Context: an optimization exercise on an open-source flow, tuned for small area. The choices shown serve that exercise and are no tape-out recipe.
Function was checked by simulation only, so behaviour that the tests miss may differ from the original.
No activity file was given, so power comes from the tool's default toggle rates.

Design SemaforoDePrueba, start of the top module:
module SemaforoDePrueba(clk,rst,VSYNC, HSYNC, R, G, B,SensorA,SensorB,PasoA,PasoB);
For scale: roughly 410 cells after synthesis, about 0.0029 mm2 of cells after synthesis.
clock: 10.0 ns
lec_check: 0
cap_margin: 20
core_margin: 2
core_utilization: 70
cts_buf_list: sky130_fd_sc_hd__clkbuf_8
slew_margin: 20
standard.sh (not shown) runs the stock make flow with config.mk's settings and CLKGATE_MAP_FILE= SYNTH_SCRIPT=/design/flow/synth_recipe.tcl, a recipe that flattens the netlist after the stock synthesis.
==> flow/flow/run.sh <==
#!/bin/bash
# Standard ORFS flow, with the combinational logic of the standard synthesis
# re-mapped for area by a stronger ABC script (registers are left untouched).
# Four ABC seeds run side by side; the smallest netlist that is proven equal
# to the standard one is laid out.
set -euo pipefail
HERE=$(pwd)
R=$HERE/orfs/results/$FLOW_PLATFORM/SemaforoDePrueba/base
LIBF=$FLOW_HOME/platforms/$FLOW_PLATFORM/lib/sky130_fd_sc_hd__tt_025C_1v80.lib
bash standard.sh synth > std_synth.log 2>&1
cp $R/1_2_yosys.v std_1_2_yosys.v
for S in 1 2 3 4; do
  sed "s/-S 1/-S $S/" flow/area.abc > area_$S.abc
  ( LIBF=$LIBF INV=$HERE/std_1_2_yosys.v ABCS=$HERE/area_$S.abc OUTV=$HERE/resynth_$S.v \
      yosys -c flow/resynth.tcl > resynth_$S.log 2>&1 || true ) &
done
wait
best=""; besta=""
for S in 1 2 3 4; do
  [[ -f resynth_$S.v ]] || continue
  if LIBF=$LIBF A=$HERE/std_1_2_yosys.v B=$HERE/resynth_$S.v yosys -c flow/eq.tcl > eq_$S.log 2>&1; then
    a=$(grep "Chip area" resynth_$S.log | tail -1 | awk '{print $NF}')
    echo "seed $S: area $a, proven equal" >> pick.log
    if [[ -z "$besta" ]] || awk "BEGIN{exit !($a < $besta)}"; then best=$S; besta=$a; fi
  else
    echo "seed $S: not proven equal" >> pick.log
  fi
done
if [[ -n "$best" ]]; then
  echo "using seed $best" >> pick.log
  cp resynth_$best.v $R/1_2_yosys.v
else
  echo "using the standard netlist" >> pick.log
fi
touch $R/1_2_yosys.v
BUFFER_PORTS_ARGS="-buffer_cell sky130_fd_sc_hd__buf_1" bash standard.sh finish > std_finish.log 2>&1
Other scripts of this flow, unchanged in this note and not shown: flow/flow/area.abc, flow/flow/eq.tcl, flow/flow/resynth.tcl
Then changed:
--- a/flow/design.v
+++ b/flow/design.v
@@ -50,28 +50,27 @@
     4'd6: begin digit = 1'b1; Kn = 4'd5; end    
     4'd7: begin digit = 1'b1; Kn = 4'd6; end    
     4'd8: begin digit = 1'b1; Kn = 4'd7; end    
     4'd9: begin digit = 1'b1; Kn = 4'd8; end    
     4'd15: Kn = 4'd14;
     4'd14: Kn = 4'd13;
     4'd13: Kn = 4'd12;
     4'd12: Kn = 4'd11;
     default: Kn = p[0] ? 4'd1 : 4'd9;
   endcase
 end
-always @(posedge clk)
-  cnt <= betw ? ((F & p[0]) ? T1 : T) : (isT ? 15'd0 : nx);
 always @(posedge clk, posedge rst)
   if (rst) begin
-    p <= 2'b11; F <= 1'b1; K <= 4'd13;
+    p <= 2'b11; F <= 1'b1; K <= 4'd13; cnt <= 15'd0;
   end else begin
+    cnt <= betw ? ((F & p[0]) ? T1 : T) : (isT ? 15'd0 : nx);
     if (~digit | isT) K <= Kn;
     if (betw) begin
       F <= p[0];
       if (p[0]) p <= {~p[1], 1'b0};
       else p[0] <= ~ext;
     end
   end
 wire VA = ~betl & ~p[1] & ~p[0];
 wire AA = ~betl & ~p[1] & p[0];
 wire VB = ~betl & p[1] & ~p[0];
 wire AB = ~betl & p[1] & p[0];
After rerunning:
- worst setup slack improves by 0.35 ns
- die area rose by 1.2%
- final cell count stays flat
- via count fell by 4.1%
- first-iteration DRC count fell by 27%
- clock-buffer cell count does not change
- global-route usage rose by 0.59 points
- sequential cell count stays the same
- core utilization rose by 0.56 points
- clock skew rose by 0.0087 ns
- cell area rose by 1.5%

* * *

## alpha
Another version of the RTL of SemaforoDePrueba (not shown whole).
Size: about 520 cells after synthesis, ~45 flip-flops, ~4000 µm² of cells after synthesis.
export LEC_CHECK = 0
export CAP_MARGIN = 20
export CORE_MARGIN = 2
export CORE_UTILIZATION = 70
export CTS_BUF_LIST = sky130_fd_sc_hd__clkbuf_8
export SLEW_MARGIN = 20
create_clock -name core_clock -period 10.0 [get_ports {clk}]
==> flow/flow/run.sh <==
#!/bin/bash
# Standard ORFS flow, with the combinational logic of the standard synthesis
# re-mapped for area by a stronger ABC script (registers are left untouched).
# Eight ABC seeds run, four at a time; the smallest netlist that is proven equal
# to the standard one is laid out.
set -euo pipefail
HERE=$(pwd)
R=$HERE/orfs/results/$FLOW_PLATFORM/SemaforoDePrueba/base
LIBF=$FLOW_HOME/platforms/$FLOW_PLATFORM/lib/sky130_fd_sc_hd__tt_025C_1v80.lib
bash standard.sh synth > std_synth.log 2>&1
cp $R/1_2_yosys.v std_1_2_yosys.v
for B in "1 2 3 4" "5 6 7 8"; do
  for S in $B; do
    sed "s/-S 1/-S $S/" flow/area.abc > area_$S.abc
    ( LIBF=$LIBF INV=$HERE/std_1_2_yosys.v ABCS=$HERE/area_$S.abc OUTV=$HERE/resynth_$S.v \
        yosys -c flow/resynth.tcl > resynth_$S.log 2>&1 || true ) &
  done
  wait
done
best=""; besta=""
for S in 1 2 3 4 5 6 7 8; do
  [[ -f resynth_$S.v ]] || continue
  if LIBF=$LIBF A=$HERE/std_1_2_yosys.v B=$HERE/resynth_$S.v yosys -c flow/eq.tcl > eq_$S.log 2>&1; then
    a=$(grep "Chip area" resynth_$S.log | tail -1 | awk '{print $NF}')
    echo "seed $S: area $a, proven equal" >> pick.log
    if [[ -z "$besta" ]] || awk "BEGIN{exit !($a < $besta)}"; then best=$S; besta=$a; fi
  else
    echo "seed $S: not proven equal" >> pick.log
  fi
done
if [[ -n "$best" ]]; then
  echo "using seed $best" >> pick.log
  cp resynth_$best.v $R/1_2_yosys.v
else
  echo "using the standard netlist" >> pick.log
fi
touch $R/1_2_yosys.v
BUFFER_PORTS_ARGS="-buffer_cell sky130_fd_sc_hd__buf_1" bash standard.sh finish > std_finish.log 2>&1
Other scripts of this flow, unchanged in this note and not shown: flow/flow/area.abc, flow/flow/eq.tcl, flow/flow/resynth.tcl
alpha finished end to end and its layout was clean on timing, DRC and antenna.
Changes in beta relative to alpha:
diff --git a/flow/design.v b/flow/design.v
--- a/flow/design.v
+++ b/flow/design.v
@@ -48,34 +48,33 @@
     4'd5: begin digit = 1'b1; Kn = 4'd4; end    
     4'd6: begin digit = 1'b1; Kn = 4'd5; end    
     4'd7: begin digit = 1'b1; Kn = 4'd6; end    
     4'd8: begin digit = 1'b1; Kn = 4'd7; end    
     4'd9: begin digit = 1'b1; Kn = 4'd8; end    
     4'd15: Kn = 4'd14;
     4'd14: Kn = 4'd13;
     4'd13: Kn = 4'd12;
     4'd12: Kn = 4'd11;
     default: Kn = p[0] ? 4'd1 : 4'd9;
   endcase
 end
-always @(posedge clk) begin
+always @(posedge clk)
   cnt <= (isT | (K == 4'd12)) ? 15'd0 : nx;
-  if (betw) F <= p[0];
-end
 always @(posedge clk, posedge rst)
   if (rst) begin
-    p <= 2'b11; K <= 4'd14;
+    p <= 2'b11; F <= 1'b0; K <= 4'd14;
   end else begin
     if (~digit | isT) K <= Kn;
     if (betw) begin
+      F <= p[0];
       if (p[0]) p <= {~p[1], 1'b0};
       else p[0] <= ~ext;
     end
   end
 wire VA = ~betl & ~p[1] & ~p[0];
 wire AA = ~betl & ~p[1] & p[0];
 wire VB = ~betl & p[1] & ~p[0];
 wire AB = ~betl & p[1] & p[0];
 wire RA = betl ? p[0] : p[1];
 wire RB = betl ? p[0] : ~p[1];
 wire [9:0] y = Y;
 reg fpix;
Fmax for beta: about 7% down relative to alpha
Initial core utilization on beta is down relative to alpha.
On beta: global-route wire length before repair is about 24% lower than what alpha gave.
Power: beta worse than alpha
Measured against beta, the horizontal extent of the die of alpha comes out at 1.18 times the reference value.
Summary of beta over alpha: combinational power moved down, length of the first detailed-routing pass in iterations moved up, synthesized cell count moved down.
beta against alpha: number of nets produced by synthesis decreased 25%; sequential cell area decreased about 0.47%; power in the clock group increased about 10%.
After detailed routing, alpha needs more wire than beta.

-- separate check: timing with driven ports --
The results above use ideal ports. As a check the final layouts listed here were re-extracted and re-timed, cells and wires unchanged. Step 1, drivers: a clkbuf_16 drives clk and a buf_2 each remaining input, both assumed. Step 2 also shifts input and output timing later by t, the mid clock arrival at the registers, as if the neighbouring blocks saw the same clock. a / b / c = ideal ports / drivers / drivers and shift; a / b = the first two.
| run | t (ns) | setup WS [ns] | worst setup path at the end | slew at the worst register clock pin (ns) | pins driven straight from the clock port |
|---|---|---|---|---|---|
| the first run of note 1 | 0.340 | 3.773 / 3.741 / 4.081 | register to output | 0.09 / 0.09 | 1 |
| the second run of note 1 | 0.330 | 4.123 / 4.095 / 4.425 | register to output | 0.10 / 0.10 | 1 |
| alpha | 0.340 | 4.512 / 4.481 / 4.821 | register to output | 0.10 / 0.10 | 1 |
| beta | 0.336 | 4.108 / 4.080 / 4.416 | register to output | 0.09 / 0.09 | 1 |
After both steps every run listed still meets setup and hold.
